This is an optimization exercise on Yosys and OpenROAD, whose aim is small area, not a production implementation. Only simulation tests tie the RTL to the original design; equivalence was not proved. Power figures rest on the tool's default switching activity, not on a simulated workload.

Setup of the baseline:
Design vga_ttop, start of the top module:
module vga_ttop(
    input  wire        sys_clk,
    input  wire        sys_rst_n,
    input  wire        btn_next,
    output wire        hsync,
    output wire        vsync,
    output wire [15:0] rgb
);
    reg key_n0, key_n1, key_n2;
    always @(posedge sys_clk or negedge sys_rst_n) begin
        if (!sys_rst_n) begin
            key_n0 <= 1'b0;
            key_n1 <= 1'b0;
            key_n2 <= 1'b0;
        end else begin
            key_n0 <= ~btn_next;
            key_n1 <= key_n0;
            key_n2 <= key_n1;
        end
    end
    wire key_edge = key_n1 & ~key_n2;    
    reg sel_must, sel_end;
    always @(posedge sys_clk or negedge sys_rst_n) begin
        if (!sys_rst_n) begin
            sel_must <= 1'b0;
            sel_end  <= 1'b0;
        end else if (key_edge) begin
            sel_must <= ~sel_must & ~sel_end;
            sel_end  <= sel_must;
        end
    end
    wire sel_bar = ~sel_must & ~sel_end;
    localparam [10:0] HC_RST = 11'd1761;
    reg  [10:0] hc_q;
    wire [10:0] hc = hc_q ^ HC_RST;
    wire [10:0] hc_inc = hc + 11'd1;
    wire hwrap = hc[10] & ~hc[9] & hc[8] & (&hc[4:0]);    
    wire [10:0] hc_next = {hc_inc[10], hc_inc[9] | hwrap, hc_inc[8] & ~hwrap,
                           hc_inc[7] | hwrap, hc_inc[6] | hwrap, hc_inc[5:0]};
    always @(posedge sys_clk or negedge sys_rst_n) begin
        if (!sys_rst_n)
  ...
==> flow/config.mk <==
export PLATFORM = sky130hd
export DESIGN_NAME = vga_ttop
export DESIGN_NICKNAME = vga_ttop
export VERILOG_FILES = /design/flow/design.v
export SDC_FILE = /design/flow/constraint.sdc
export NUM_CORES = 4
export LEC_CHECK = 0
export ABC_AREA = 1
export CAP_MARGIN = 20
export CORE_MARGIN = 2
export CORE_UTILIZATION = 40
export SLEW_MARGIN = 20
==> flow/constraint.sdc <==
create_clock -name core_clock -period 20.0 [get_ports {sys_clk}]
set_input_delay 4.0000 -clock core_clock [delete_from_list [all_inputs] [get_ports {sys_clk}]]
set_output_delay 4.0000 -clock core_clock [all_outputs]
set_load 0.01 [all_outputs]
standard.sh (not shown) runs the stock make flow with config.mk's settings and CLKGATE_MAP_FILE= SYNTH_SCRIPT=/design/flow/synth_recipe.tcl, a recipe that flattens the netlist after the stock synthesis.
==> flow/flow/run.sh <==
#!/bin/bash
# Own layout flow: the standard synthesis; its combinational logic re-mapped for
# area with a few ABC scripts in parallel (flip-flops untouched), keeping the
# smallest netlist; then the standard ORFS layout, with port buffers of the
# smallest buffer and a clock tree without dummy loads.
set -euo pipefail
W=$PWD
R=$W/orfs/results/$FLOW_PLATFORM/vga_ttop/base
LIB=$FLOW_HOME/platforms/$FLOW_PLATFORM/lib/sky130_fd_sc_hd__tt_025C_1v80.lib

bash standard.sh "$R/1_2_yosys.v" > synth.log 2>&1
cp "$R/1_2_yosys.v" std_netlist.v
ln -sf "$LIB" lib.lib
python3 flow/mkmodels.py "$LIB" models.v > models.log 2>&1

for i in 1 2 3 4; do
  mkdir -p reopt$i
  cp flow/area$i.abc reopt$i/area.abc
  (cd reopt$i && yosys -s ../flow/reopt.ys > reopt.log 2>&1) &
done
wait

best=""; best_area=""
for i in 1 2 3 4; do
  a=$(grep 'Chip area' reopt$i/reopt_after.txt 2>/dev/null | head -1 | awk '{print $NF}' || true)
  echo "reopt$i: ${a:-failed}" >> reopt_summary.log
  [ -n "$a" ] && [ -s reopt$i/reopt_netlist.v ] || continue
  if [ -z "$best" ] || awk -v a="$a" -v b="$best_area" 'BEGIN{exit !(a < b)}'; then
    best=$i; best_area=$a
  fi
done
echo "chosen: reopt$best ($best_area)" >> reopt_summary.log
cp reopt$best/reopt_netlist.v "$R/1_2_yosys.v"

export BUFFER_PORTS_ARGS="-buffer_cell sky130_fd_sc_hd__buf_1"
export CTS_ARGS="-sink_clustering_enable -repair_clock_nets -dont_use_dummy_load"
bash standard.sh finish > layout.log 2>&1
==> flow/flow/area1.abc <==
strash
&get -n
&deepsyn -T 20 -I 5
&put
dch -f
amap
topo
==> flow/flow/area2.abc <==
strash
&get -n
&deepsyn -T 30 -I 8
&put
dch -f
amap
topo
==> flow/flow/area3.abc <==
strash
&get -n
&deepsyn -T 60
&put
dch -f
amap
topo
==> flow/flow/area4.abc <==
strash
dch -f
amap
topo
Other scripts of this flow, unchanged in this note and not shown: flow/flow/mkmodels.py, flow/flow/reopt.ys
For the candidate, these inputs were changed with respect to the baseline:
-- flow/flow/run.sh --
<<< the baseline, line 2
# Own layout flow: the standard synthesis; its combinational logic re-mapped for
# area with a few ABC scripts in parallel (flip-flops untouched), keeping the
# smallest netlist; then the standard ORFS layout, with port buffers of the
>>> the candidate, line 2
# Own layout flow: the standard synthesis; its combinational logic re-mapped for
# area with twelve ABC scripts, four at a time (flip-flops untouched), keeping the
# smallest netlist; then the standard ORFS layout, with port buffers of the
<<< the baseline, line 15

for i in 1 2 3 4; do
  mkdir -p reopt$i
  cp flow/area$i.abc reopt$i/area.abc
  (cd reopt$i && yosys -s ../flow/reopt.ys > reopt.log 2>&1) &
done
wait

best=""; best_area=""
for i in 1 2 3 4; do
  a=$(grep 'Chip area' reopt$i/reopt_after.txt 2>/dev/null | head -1 | awk '{print $NF}' || true)
>>> the candidate, line 15

for wave in "1 2 3 4" "5 6 7 8" "9 10 11 12"; do
  for i in $wave; do
    mkdir -p reopt$i
    cp flow/area$i.abc reopt$i/area.abc
    (cd reopt$i && yosys -s ../flow/reopt.ys > reopt.log 2>&1) &
  done
  wait
done

best=""; best_area=""
for i in 1 2 3 4 5 6 7 8 9 10 11 12; do
  a=$(grep 'Chip area' reopt$i/reopt_after.txt 2>/dev/null | head -1 | awk '{print $NF}' || true)
==> flow/flow/area1.abc <==
strash
&get -n
&deepsyn -T 20 -I 5
&put
dch -f
amap -A 10 -F 3
topo
==> flow/flow/area10.abc (new file) <==
strash
&get -n
&deepsyn -T 15 -I 7
&put
dch -f
amap -A 10 -F 3
topo
==> flow/flow/area11.abc (new file) <==
strash
&get -n
&deepsyn -T 25 -I 4
&put
dch -f
amap -A 10 -F 3
topo
==> flow/flow/area12.abc (new file) <==
strash
&get -n
&deepsyn -T 20 -I 10
&put
dch -f
amap -A 10 -F 3
topo
==> flow/flow/area2.abc <==
strash
&get -n
&deepsyn -T 20 -I 5
&put
dch -f
amap
topo
==> flow/flow/area3.abc <==
strash
&get -n
&deepsyn -T 30 -I 8
&put
dch -f
amap -A 10 -F 3
topo
==> flow/flow/area4.abc <==
strash
&get -n
&deepsyn -T 60
&put
dch -f
amap -A 10 -F 3
topo
==> flow/flow/area5.abc (new file) <==
strash
&get -n
&deepsyn -T 10 -I 10
&put
dch -f
amap -A 10 -F 3
topo
==> flow/flow/area6.abc (new file) <==
strash
&get -n
&deepsyn -T 30 -I 8
&put
dch -f
amap
topo
==> flow/flow/area7.abc (new file) <==
strash
dch -f
amap -A 10 -F 3
topo
==> flow/flow/area8.abc (new file) <==
strash
&get -n
&deepsyn -T 60
&put
dch -f
amap
topo
==> flow/flow/area9.abc (new file) <==
strash
&get -n
&deepsyn -T 20 -I 5
&put
dch -f
amap -A 20 -F 5
topo
--- outcome ---
Diff the candidate..the baseline | switching power share of the total | unchanged. As far as setup slack after layout goes, the baseline and the candidate are indistinguishable; the numbers are identical. The candidate -> the baseline: total number of cells along the worst setup path delta 0, exact match. The candidate | stages: all done | timing, DRC, antenna: all pass. Taking the baseline as the reference, in the candidate power held, maximum VDD drop has remained practically unchanged.


Another version of the RTL of vga_ttop (not shown whole).
For scale: about 21 I/O pins, roughly 2900 um2 of cells after synthesis.
## vga_ttop
module vga_ttop(
    input  wire        sys_clk,
    input  wire        sys_rst_n,
    input  wire        btn_next,
    output wire        hsync,
    output wire        vsync,
    output wire [15:0] rgb
);
clock: 20.0 ns
lec_check: 0
cap_margin: 20
core_margin: 2
core_utilization: 40
slew_margin: 20
==> flow/flow/run.sh <==
#!/bin/bash
# Own layout flow: the standard synthesis, its combinational logic re-mapped for
# area (flip-flops untouched), then the standard ORFS layout with port buffers
# of the smallest buffer and a clock tree without dummy loads.
set -euo pipefail
W=$PWD
R=$W/orfs/results/$FLOW_PLATFORM/vga_ttop/base
LIB=$FLOW_HOME/platforms/$FLOW_PLATFORM/lib/sky130_fd_sc_hd__tt_025C_1v80.lib

bash standard.sh "$R/1_2_yosys.v" > synth.log 2>&1
cp "$R/1_2_yosys.v" std_netlist.v
ln -sf "$LIB" lib.lib
python3 flow/mkmodels.py "$LIB" models.v > models.log 2>&1
yosys -s flow/reopt.ys > reopt.log 2>&1
cp reopt_netlist.v "$R/1_2_yosys.v"

export BUFFER_PORTS_ARGS="-buffer_cell sky130_fd_sc_hd__buf_1"
export CTS_ARGS="-sink_clustering_enable -repair_clock_nets -dont_use_dummy_load"
bash standard.sh finish > layout.log 2>&1
Other scripts of this flow, unchanged in this note and not shown: flow/flow/area.abc, flow/flow/mkmodels.py, flow/flow/reopt.ys
The starting point passed the timing, design-rule and antenna checks.
==> next run, changes <==
--- a/flow/flow/run.sh
+++ b/flow/flow/run.sh
@@ -16,4 +16,4 @@
 
 export BUFFER_PORTS_ARGS="-buffer_cell sky130_fd_sc_hd__buf_1"
-export CTS_ARGS="-sink_clustering_enable -repair_clock_nets -dont_use_dummy_load"
+export CTS_ARGS="-sink_clustering_enable -repair_clock_nets -dont_use_dummy_load -sink_clustering_size 30 -sink_clustering_max_diameter 200 -buf_list sky130_fd_sc_hd__clkbuf_8 -root_buf sky130_fd_sc_hd__clkbuf_8"
 bash standard.sh finish > layout.log 2>&1
=> Count of clock-buffer cells in the layout is unchanged. Routed wire length is unchanged. Die area is unchanged. Register-to-register slack barely changes. Synthesized cell count stays the same. Via count stays the same. Setup slack stays the same. Worst hold slack stays the same.


Another version of the RTL of vga_ttop (not shown whole).
Size: roughly 21 I/O pins, roughly 2700 um2 of cells after synthesis.
## vga_ttop
module vga_ttop(
    input  wire        sys_clk,
    input  wire        sys_rst_n,
    input  wire        btn_next,
    output wire        hsync,
    output wire        vsync,
    output wire [15:0] rgb
);
    reg key_n0, key_n1, key_n2;
    always @(posedge sys_clk or negedge sys_rst_n) begin
        if (!sys_rst_n) begin
            key_n0 <= 1'b0;
            key_n1 <= 1'b0;
            key_n2 <= 1'b0;
        end else begin
            key_n0 <= ~btn_next;
            key_n1 <= key_n0;
            key_n2 <= key_n1;
        end
    end
    wire key_edge = key_n1 & ~key_n2;    
    reg sel_must, sel_end;
    always @(posedge sys_clk or negedge sys_rst_n) begin
        if (!sys_rst_n) begin
            sel_must <= 1'b0;
            sel_end  <= 1'b0;
        end else if (key_edge) begin
            sel_must <= ~sel_must & ~sel_end;
            sel_end  <= sel_must;
        end
    end
    wire sel_bar = ~sel_must & ~sel_end;
    localparam [10:0] HC_RST = 11'd1761;
    reg  [10:0] hc_q;
    wire [10:0] hc = hc_q ^ HC_RST;
    wire [10:0] hc_inc = hc + 11'd1;
    wire hwrap = hc[10] & ~hc[9] & hc[8] & (&hc[4:0]);    
    wire [10:0] hc_next = {hc_inc[10], hc_inc[9] | hwrap, hc_inc[8] & ~hwrap,
                           hc_inc[7] | hwrap, hc_inc[6] | hwrap, hc_inc[5:0]};
    always @(posedge sys_clk or negedge sys_rst_n) begin
        if (!sys_rst_n)
            hc_q <= 11'd0;
        else
            hc_q <= hc_next ^ HC_RST;
    end
    localparam [9:0] VC_RST = 10'd490;
    reg  [9:0] vc_q;
    wire [9:0] vc = vc_q ^ VC_RST;
    wire [9:0] vc_inc = vc + {9'd0, hwrap};
    wire vclr = hwrap & vc[9] & vc[3] & vc[2];            
    wire [9:0] vc_next = vc_inc & ~({10{vclr}} & 10'b10_0000_1101);
    always @(posedge sys_clk or negedge sys_rst_n) begin
        if (!sys_rst_n)
            vc_q <= 10'd0;
        else
            vc_q <= vc_next ^ VC_RST;
    end
    wire [9:0] x = hc[10:1];
    wire [9:0] y = vc;
    assign hsync = x[9] & x[8] & ~(x[7] & x[6] & (x[5] | x[4]));    
    assign vsync = (y[9:1] == 9'd245);                               
    wire active = (~x[9] | (~x[8] & ~x[7])) & ~y[9] & ~(y[8] & y[7] & y[6] & y[5]);
    wire [3:0] b = x[9:6];
    wire g0  = b[2] | (b[3] & ~b[0]);                                         
    wire g4  = b[2] | b[3];                                                   
  ...
clock: 20.0 ns
lec_check: 0
abc_area: 1
cap_margin: 20
core_margin: 2
core_utilization: 40
slew_margin: 20
==> flow/flow/run.sh <==
#!/bin/bash
# Own layout flow: the standard synthesis; its combinational logic re-mapped for
# area with eight ABC scripts, four at a time (flip-flops untouched), keeping the
# smallest netlist; then the standard ORFS layout, with port buffers of the
# smallest buffer and a clock tree without dummy loads.
set -euo pipefail
W=$PWD
R=$W/orfs/results/$FLOW_PLATFORM/vga_ttop/base
LIB=$FLOW_HOME/platforms/$FLOW_PLATFORM/lib/sky130_fd_sc_hd__tt_025C_1v80.lib

bash standard.sh "$R/1_2_yosys.v" > synth.log 2>&1
cp "$R/1_2_yosys.v" std_netlist.v
ln -sf "$LIB" lib.lib
python3 flow/mkmodels.py "$LIB" models.v > models.log 2>&1

for wave in "1 2 3 4" "5 6 7 8"; do
  for i in $wave; do
    mkdir -p reopt$i
    cp flow/area$i.abc reopt$i/area.abc
    (cd reopt$i && yosys -s ../flow/reopt.ys > reopt.log 2>&1) &
  done
  wait
done

best=""; best_area=""
for i in 1 2 3 4 5 6 7 8; do
  a=$(grep 'Chip area' reopt$i/reopt_after.txt 2>/dev/null | head -1 | awk '{print $NF}' || true)
  echo "reopt$i: ${a:-failed}" >> reopt_summary.log
  [ -n "$a" ] && [ -s reopt$i/reopt_netlist.v ] || continue
  if [ -z "$best" ] || awk -v a="$a" -v b="$best_area" 'BEGIN{exit !(a < b)}'; then
    best=$i; best_area=$a
  fi
done
echo "chosen: reopt$best ($best_area)" >> reopt_summary.log
cp reopt$best/reopt_netlist.v "$R/1_2_yosys.v"

export BUFFER_PORTS_ARGS="-buffer_cell sky130_fd_sc_hd__buf_1"
export CTS_ARGS="-sink_clustering_enable -repair_clock_nets -dont_use_dummy_load"
bash standard.sh finish > layout.log 2>&1
==> flow/flow/area1.abc <==
strash
&get -n
&deepsyn -T 20 -I 5
&put
dch -f
amap -A 10 -F 3
topo
==> flow/flow/area2.abc <==
strash
&get -n
&deepsyn -T 20 -I 5
&put
dch -f
amap
topo
==> flow/flow/area3.abc <==
strash
&get -n
&deepsyn -T 30 -I 8
&put
dch -f
amap -A 10 -F 3
topo
==> flow/flow/area4.abc <==
strash
&get -n
&deepsyn -T 60
&put
dch -f
amap -A 10 -F 3
topo
==> flow/flow/area5.abc <==
strash
&get -n
&deepsyn -T 10 -I 10
&put
dch -f
amap -A 10 -F 3
topo
==> flow/flow/area6.abc <==
strash
&get -n
&deepsyn -T 30 -I 8
&put
dch -f
amap
topo
==> flow/flow/area7.abc <==
strash
dch -f
amap -A 10 -F 3
topo
==> flow/flow/area8.abc <==
strash
&get -n
&deepsyn -T 60
&put
dch -f
amap
topo
Other scripts of this flow, unchanged in this note and not shown: flow/flow/mkmodels.py, flow/flow/reopt.ys
Rerun with:
--- a/flow/flow/run.sh
+++ b/flow/flow/run.sh
@@ -1,5 +1,5 @@
 #!/bin/bash
 # Own layout flow: the standard synthesis; its combinational logic re-mapped for
-# area with eight ABC scripts, four at a time (flip-flops untouched), keeping the
+# area with a few ABC scripts in parallel (flip-flops untouched), keeping the
 # smallest netlist; then the standard ORFS layout, with port buffers of the
 # smallest buffer and a clock tree without dummy loads.
@@ -14,15 +14,13 @@
 python3 flow/mkmodels.py "$LIB" models.v > models.log 2>&1
 
-for wave in "1 2 3 4" "5 6 7 8"; do
-  for i in $wave; do
-    mkdir -p reopt$i
-    cp flow/area$i.abc reopt$i/area.abc
-    (cd reopt$i && yosys -s ../flow/reopt.ys > reopt.log 2>&1) &
-  done
-  wait
+for i in 1 2 3 4; do
+  mkdir -p reopt$i
+  cp flow/area$i.abc reopt$i/area.abc
+  (cd reopt$i && yosys -s ../flow/reopt.ys > reopt.log 2>&1) &
 done
+wait
 
 best=""; best_area=""
-for i in 1 2 3 4 5 6 7 8; do
+for i in 1 2 3 4; do
   a=$(grep 'Chip area' reopt$i/reopt_after.txt 2>/dev/null | head -1 | awk '{print $NF}' || true)
   echo "reopt$i: ${a:-failed}" >> reopt_summary.log
==> flow/flow/area1.abc (replaced) <==
strash
&get -n
&deepsyn -T 20 -I 5
&put
dch -f
amap
topo
==> flow/flow/area2.abc (replaced) <==
strash
&get -n
&deepsyn -T 30 -I 8
&put
dch -f
amap
topo
==> flow/flow/area3.abc (replaced) <==
strash
&get -n
&deepsyn -T 60
&put
dch -f
amap
topo
==> flow/flow/area4.abc (replaced) <==
strash
dch -f
amap
topo
ABC_AREA = not set   (was 1)
removed: flow/flow/area5.abc
removed: flow/flow/area6.abc
removed: flow/flow/area7.abc
removed: flow/flow/area8.abc
Wire length grows by 9.8%.
Power goes up by 7.2%.
Setup slack is better by 0.11 ns.
Via count grows by 5.0%.
Clock-buffer cell count stays the same.
Combinational power rises by 44%.
Design area grows by 4.3%.
Rerun with:
--- a/flow/flow/run.sh
+++ b/flow/flow/run.sh
@@ -1,5 +1,5 @@
 #!/bin/bash
 # Own layout flow: the standard synthesis; its combinational logic re-mapped for
-# area with a few ABC scripts in parallel (flip-flops untouched), keeping the
+# area with twelve ABC scripts, four at a time (flip-flops untouched), keeping the
 # smallest netlist; then the standard ORFS layout, with port buffers of the
 # smallest buffer and a clock tree without dummy loads.
@@ -14,13 +14,15 @@
 python3 flow/mkmodels.py "$LIB" models.v > models.log 2>&1
 
-for i in 1 2 3 4; do
-  mkdir -p reopt$i
-  cp flow/area$i.abc reopt$i/area.abc
-  (cd reopt$i && yosys -s ../flow/reopt.ys > reopt.log 2>&1) &
+for wave in "1 2 3 4" "5 6 7 8" "9 10 11 12"; do
+  for i in $wave; do
+    mkdir -p reopt$i
+    cp flow/area$i.abc reopt$i/area.abc
+    (cd reopt$i && yosys -s ../flow/reopt.ys > reopt.log 2>&1) &
+  done
+  wait
 done
-wait
 
 best=""; best_area=""
-for i in 1 2 3 4; do
+for i in 1 2 3 4 5 6 7 8 9 10 11 12; do
   a=$(grep 'Chip area' reopt$i/reopt_after.txt 2>/dev/null | head -1 | awk '{print $NF}' || true)
   echo "reopt$i: ${a:-failed}" >> reopt_summary.log
==> flow/flow/area1.abc (replaced) <==
strash
&get -n
&deepsyn -T 20 -I 5
&put
dch -f
amap -A 10 -F 3
topo
==> flow/flow/area10.abc (new file) <==
strash
&get -n
&deepsyn -T 15 -I 7
&put
dch -f
amap -A 10 -F 3
topo
==> flow/flow/area11.abc (new file) <==
strash
&get -n
&deepsyn -T 25 -I 4
&put
dch -f
amap -A 10 -F 3
topo
==> flow/flow/area12.abc (new file) <==
strash
&get -n
&deepsyn -T 20 -I 10
&put
dch -f
amap -A 10 -F 3
topo
==> flow/flow/area2.abc (replaced) <==
strash
&get -n
&deepsyn -T 20 -I 5
&put
dch -f
amap
topo
==> flow/flow/area3.abc (replaced) <==
strash
&get -n
&deepsyn -T 30 -I 8
&put
dch -f
amap -A 10 -F 3
topo
==> flow/flow/area4.abc (replaced) <==
strash
&get -n
&deepsyn -T 60
&put
dch -f
amap -A 10 -F 3
topo
==> flow/flow/area5.abc (new file) <==
strash
&get -n
&deepsyn -T 10 -I 10
&put
dch -f
amap -A 10 -F 3
topo
==> flow/flow/area6.abc (new file) <==
strash
&get -n
&deepsyn -T 30 -I 8
&put
dch -f
amap
topo
==> flow/flow/area7.abc (new file) <==
strash
dch -f
amap -A 10 -F 3
topo
==> flow/flow/area8.abc (new file) <==
strash
&get -n
&deepsyn -T 60
&put
dch -f
amap
topo
==> flow/flow/area9.abc (new file) <==
strash
&get -n
&deepsyn -T 20 -I 5
&put
dch -f
amap -A 20 -F 5
topo
ABC_AREA = 1   (was not set)
Effect: Via count drops by a few percent; combinational power drops by a quarter to a third; die area drops by a few percent.
Rerun with:
--- a/flow/flow/run.sh
+++ b/flow/flow/run.sh
@@ -1,5 +1,5 @@
 #!/bin/bash
 # Own layout flow: the standard synthesis; its combinational logic re-mapped for
-# area with twelve ABC scripts, four at a time (flip-flops untouched), keeping the
+# area with a few ABC scripts in parallel (flip-flops untouched), keeping the
 # smallest netlist; then the standard ORFS layout, with port buffers of the
 # smallest buffer and a clock tree without dummy loads.
@@ -14,15 +14,13 @@
 python3 flow/mkmodels.py "$LIB" models.v > models.log 2>&1
 
-for wave in "1 2 3 4" "5 6 7 8" "9 10 11 12"; do
-  for i in $wave; do
-    mkdir -p reopt$i
-    cp flow/area$i.abc reopt$i/area.abc
-    (cd reopt$i && yosys -s ../flow/reopt.ys > reopt.log 2>&1) &
-  done
-  wait
+for i in 1 2 3 4; do
+  mkdir -p reopt$i
+  cp flow/area$i.abc reopt$i/area.abc
+  (cd reopt$i && yosys -s ../flow/reopt.ys > reopt.log 2>&1) &
 done
+wait
 
 best=""; best_area=""
-for i in 1 2 3 4 5 6 7 8 9 10 11 12; do
+for i in 1 2 3 4; do
   a=$(grep 'Chip area' reopt$i/reopt_after.txt 2>/dev/null | head -1 | awk '{print $NF}' || true)
   echo "reopt$i: ${a:-failed}" >> reopt_summary.log
==> flow/flow/area1.abc (replaced) <==
strash
&get -n
&deepsyn -T 20 -I 5
&put
dch -f
amap
topo
==> flow/flow/area2.abc (replaced) <==
strash
&get -n
&deepsyn -T 30 -I 8
&put
dch -f
amap
topo
==> flow/flow/area3.abc (replaced) <==
strash
&get -n
&deepsyn -T 60
&put
dch -f
amap
topo
==> flow/flow/area4.abc (replaced) <==
strash
dch -f
amap
topo
removed: flow/flow/area10.abc
removed: flow/flow/area11.abc
removed: flow/flow/area12.abc
removed: flow/flow/area5.abc
removed: flow/flow/area6.abc
removed: flow/flow/area7.abc
removed: flow/flow/area8.abc
removed: flow/flow/area9.abc
Outcome: Sequential power came out higher by about 2%. Synthesized cell count went up by about 0.45%. Total power came out lower by about 0.4%. Clock-buffer cell count stays the same. Worst hold slack hardly moves. Fmax rises by 6.7%. Setup slack improves by 0.65 ns. Via count is higher by about 1.1%. Die area came out higher by about 1%. Utilization is higher by 0.16 points. Area after synthesis increases by 1.0%.

[afterwards: timing with drivers on the ports]
Ports are ideal in the flow. The routed layouts listed here were re-timed in OpenROAD.
Step 1 (the two cells are an assumption about what drives the block):
set clk [get_ports {sys_clk}]
set_driving_cell -lib_cell sky130_fd_sc_hd__clkbuf_16 $clk
set_driving_cell -lib_cell sky130_fd_sc_hd__buf_2 [delete_from_list [all_inputs] $clk]
Step 2 adds t to the input delays and takes it off the output delays; t is the mean of the earliest and latest rising clock arrival at the registers after step 1. Input paths then give back, and output paths get back, about the clock's delay inside the block.
Three values: ideal ports, drivers, drivers and shift; two values: the first two.
run	shift t [ns]	setup WS [ns]	worst setup path at the end	worst register clock-pin slew, ns	worst slew at a driven data input, ns
the baseline	0.295	9.541 / 9.515 / 9.810	register to output	0.10 / 0.10	0.03
the candidate	0.295	9.541 / 9.515 / 9.810	register to output	0.10 / 0.10	0.03
the first run of note 2	0.309	10.203 / 10.173 / 10.482	register to output	0.10 / 0.10	0.03
the second run of note 2	0.309	10.203 / 10.173 / 10.482	register to output	0.10 / 0.10	0.03
the first run of note 3	0.302	9.578 / 9.548 / 9.850	register to output	0.10 / 0.10	0.03
the second run of note 3	0.296	9.687 / 9.661 / 9.957	register to output	0.09 / 0.09	0.03
the third run of note 3	0.302	9.578 / 9.548 / 9.850	register to output	0.10 / 0.10	0.03
the fourth run of note 3	0.301	10.232 / 10.202 / 10.504	register to output	0.09 / 0.09	0.03
After both steps setup and hold are still met in every run listed.
